Source: an optimization exercise on an open RTL-to-GDS flow (aim: small area). Production flows keep margins and buffers that such runs may drop.
In this exercise RTL edits were held to simulation tests only and were not proved equivalent to the original.
Power and IR drop assume default switching activity.

==> flow/design.v <==
`timescale 1ns / 1ps
module pipeline_top(
    input         clk,
    input         reset,
    output [8:0]  imem_addr,
    input  [31:0] imem_rdata,
    output [7:0]  dmem_addr,
    input  [63:0] dmem_rdata,
    output [63:0] dmem_wdata,
    output        dmem_we
    );
    reg [63:0] r0, r1, r2, r3;    
    reg [3:0]  we;                
    reg [3:0]  hold;              
    reg [8:0] pc;
    always @(posedge clk or posedge reset)
        if (reset) pc <= 9'd0;
        else       pc <= pc + 9'd1;
    assign imem_addr = pc;
    wire [3:0] f_op    = imem_rdata[31:28];
    wire [1:0] f_ra    = imem_rdata[27:26];
    wire       f_load  = (f_op == 4'b1010);
    wire       f_store = (f_op == 4'b1011);
    wire       f_wreg  = ~(f_store | (f_op == 4'b1111));
    wire       f_mem   = f_load | f_store;
    wire [1:0] f_dst   = f_load ? f_ra : imem_rdata[23:22];
    reg       d_mem, d_wreg;
    reg [3:0] d_nrsel;            
    reg [1:0] d_dst;
    reg [7:0] d_addr;
    always @(posedge clk or posedge reset)
        if (reset) begin
            d_mem  <= 1'b0;
            d_wreg <= 1'b0;
        end else begin
            d_mem  <= f_mem;
            d_wreg <= f_wreg;
        end
    always @(posedge clk) begin
        d_nrsel[0] <= (f_ra != 2'd0);
        d_nrsel[1] <= (f_ra != 2'd1);
        d_nrsel[2] <= (f_ra != 2'd2);
        d_nrsel[3] <= (f_ra != 2'd3);
        d_dst  <= f_dst;
        d_addr <= imem_rdata[21:14];
    end
    wire [63:0] p01 = ~(({64{d_nrsel[0]}} | r0) & ({64{d_nrsel[1]}} | r1));
    wire [63:0] p23 = ~(({64{d_nrsel[2]}} | r2) & ({64{d_nrsel[3]}} | r3));
    wire [63:0] rdata = p01 | p23;
    reg        e_mem, e_wreg;
    reg [1:0]  e_dst;
    reg [7:0]  e_addr;
    reg [63:0] e_val;
    always @(posedge clk or posedge reset)
        if (reset) begin
            e_mem  <= 1'b0;
            e_wreg <= 1'b0;
        end else begin
            e_mem  <= d_mem;
            e_wreg <= d_wreg;
        end
    always @(posedge clk) begin
        e_dst  <= d_dst;
        e_addr <= d_addr;
        e_val  <= rdata;
    end
    reg        m_mem, m_wreg;
    reg [1:0]  m_dst;
    reg [7:0]  m_addr;
    reg [63:0] m_val;
    always @(posedge clk or posedge reset)
        if (reset) begin
            m_mem  <= 1'b0;
            m_wreg <= 1'b0;
        end else begin
            m_mem  <= e_mem;
            m_wreg <= e_wreg;
        end
    always @(posedge clk) begin
        m_dst  <= e_dst;
        m_addr <= e_addr;
        m_val  <= e_val;
    end
    wire   m_load     = m_mem & m_wreg;
    assign dmem_we    = m_mem & ~m_wreg;
    assign dmem_addr  = m_addr;
    assign dmem_wdata = m_val;
    reg [63:0] w_nval;    
    wire [3:0] m_we;
    assign m_we[0] = m_wreg & (m_dst == 2'd0);
    assign m_we[1] = m_wreg & (m_dst == 2'd1);
    assign m_we[2] = m_wreg & (m_dst == 2'd2);
    assign m_we[3] = m_wreg & (m_dst == 2'd3);
    always @(posedge clk or posedge reset)
        if (reset) begin
            we   <= 4'b1111;
            hold <= 4'b1111;
        end else begin
            we   <= m_we;
            hold <= ~m_we;
        end
    always @(posedge clk)
        w_nval <= ~(m_load ? dmem_rdata : m_val);
    always @(posedge clk) begin
        r0 <= ({64{we[0]}} | r0) & ({64{hold[0]}} | w_nval);
        r1 <= ({64{we[1]}} | r1) & ({64{hold[1]}} | w_nval);
        r2 <= ({64{we[2]}} | r2) & ({64{hold[2]}} | w_nval);
        r3 <= ({64{we[3]}} | r3) & ({64{hold[3]}} | w_nval);
    end
endmodule
Settings: LEC_CHECK=0, CAP_MARGIN=0, CORE_MARGIN=2, CORE_UTILIZATION=40, SLEW_MARGIN=0; clock period 5.0 ns.
standard.sh (not shown) runs the stock make flow with config.mk's settings and CLKGATE_MAP_FILE= SYNTH_SCRIPT=/design/flow/synth_recipe.tcl, a recipe that flattens the netlist after the stock synthesis.
==> flow/flow/run.sh <==
#!/bin/bash
# Standard ORFS layout (standard.sh) in two parts: after the floorplan, every
# cell is swapped to its smallest drive strength (flow/downsize.tcl), so that
# the later repair steps size up only where needed.  Ports are buffered by the
# smallest buffer and the clock tree is built from small clock buffers.
set -euo pipefail
ARGS=(BUFFER_PORTS_ARGS="-buffer_cell sky130_fd_sc_hd__buf_1"
      CTS_ARGS="-sink_clustering_enable -repair_clock_nets -dont_use_dummy_load -buf_list sky130_fd_sc_hd__clkbuf_4 -sink_clustering_size 10 -sink_clustering_max_diameter 50" )
bash standard.sh "${ARGS[@]}" floorplan > standard_floorplan.log 2>&1
DOWNSIZE_ODB=orfs/results/$FLOW_PLATFORM/pipeline_top/base/2_floorplan.odb \
  openroad -no_init -exit flow/downsize.tcl > downsize.log 2>&1
bash standard.sh "${ARGS[@]}" finish > standard_finish.log 2>&1
==> flow/flow/downsize.tcl <==
# Swap every standard cell of the synthesized netlist to the smallest drive
# strength of the same cell, before placement; the flow's own repair steps
# then size up or buffer only where slew, capacitance or timing need it.
set odb $::env(DOWNSIZE_ODB)
read_db $odb
set db [ord::get_db]
set block [ord::get_db_block]
set masters {}
foreach lib [$db getLibs] {
  foreach m [$lib getMasters] {
    dict set masters [$m getName] $m
  }
}
set n 0
foreach inst [$block getInsts] {
  set m [$inst getMaster]
  set name [$m getName]
  if {![regexp {^(sky130_fd_sc_hd__[a-z0-9]+)_([0-9]+)$} $name -> base drv]} { continue }
  if {[string match *tap* $base] || [string match *fill* $base] || [string match *decap* $base]} { continue }
  set best $m
  set best_area [expr {[$m getWidth] * [$m getHeight]}]
  dict for {cand cm} $masters {
    if {![regexp "^${base}_\[0-9\]+\$" $cand]} { continue }
    if {[string match *lpflow* $cand] || [string match *probe* $cand]} { continue }
    set a [expr {[$cm getWidth] * [$cm getHeight]}]
    if {$a < $best_area} { set best $cm; set best_area $a }
  }
  if {$best ne $m} {
    $inst swapMaster $best
    incr n
  }
}
puts "downsize: swapped $n instances"
write_db $odb
The baseline went through all stages and came out clean.
==> next run, changes <==
- CAP_MARGIN: 0 -> 20
- CORE_UTILIZATION: 40 -> 50
- PLACE_DENSITY: not set -> 0.75
- SLEW_MARGIN: 0 -> 20
The new run completed without violations.
Core utilization is higher by 11 points.
Flip-flop and latch count stays the same.
Die area came out lower by 20%.
Count of clock-buffer cells in the layout is unchanged.
First-iteration DRC count goes up by 82%.
Final area came out lower by 0.63%.
Sequential share of layout area climbs by 0.40 points.
Total power went down by 0.44%.
Global-route usage grows by 2.5 points.
Clock skew is lower by 0.069 ns.
==> next run, changes <==
--- a/flow/flow/run.sh
+++ b/flow/flow/run.sh
@@ -8 +8 @@
-      CTS_ARGS="-sink_clustering_enable -repair_clock_nets -dont_use_dummy_load -buf_list sky130_fd_sc_hd__clkbuf_4 -sink_clustering_size 10 -sink_clustering_max_diameter 50" )
+      CTS_ARGS="-sink_clustering_enable -repair_clock_nets -dont_use_dummy_load -buf_list sky130_fd_sc_hd__clkbuf_4 -sink_clustering_size 11 -sink_clustering_max_diameter 50" )
- CORE_UTILIZATION: 50 -> 40
- PLACE_DENSITY: 0.75 -> not set
Effect: Clock skew goes up by 0.053 ns; design area came out higher slightly; synthesized area is unchanged.
==> next run, changes <==
--- a/flow/flow/run.sh
+++ b/flow/flow/run.sh
@@ -8 +8 @@
-      CTS_ARGS="-sink_clustering_enable -repair_clock_nets -dont_use_dummy_load -buf_list sky130_fd_sc_hd__clkbuf_4 -sink_clustering_size 11 -sink_clustering_max_diameter 50" )
+      CTS_ARGS="-sink_clustering_enable -repair_clock_nets -dont_use_dummy_load -buf_list sky130_fd_sc_hd__clkbuf_4 -sink_clustering_size 10 -sink_clustering_max_diameter 40" )
Final area came out higher slightly.
Area after synthesis is unchanged.
Hold slack improved by 0.015 ns.
Sequential share of layout area came out lower by 0.40 points.
Power came out higher slightly.

==> re-timing with driven ports <==
How much do the figures lean on ideal ports? The routed layouts below were timed once more, with nothing changed but the port constraints. Step 1 assumes that a clkbuf_16 drives the clock port and a buf_2 every other input. Step 2, shift: input delay + t, output delay - t, t = (earliest + latest rising clock arrival at the registers) / 2. This alone moves slack from input paths to output paths. a / b / c = no drivers / after step 1 / after step 2; a / b = the first two.
run	t, ns	slack for setup (ns)	worst hold slack (ns)	pins driven straight from the clock port
the first run	0.822	2.373 / 2.326 / 2.886	0.255 / 0.229 / 0.330	1
the second run	0.722	2.519 / 2.477 / 2.991	0.287 / 0.287 / 0.287	1
the third run	0.800	2.399 / 2.354 / 2.926	0.288 / 0.265 / 0.328	1
the fourth run	0.751	2.460 / 2.413 / 2.925	0.303 / 0.303 / 0.303	1
After both steps every run listed still meets setup and hold.
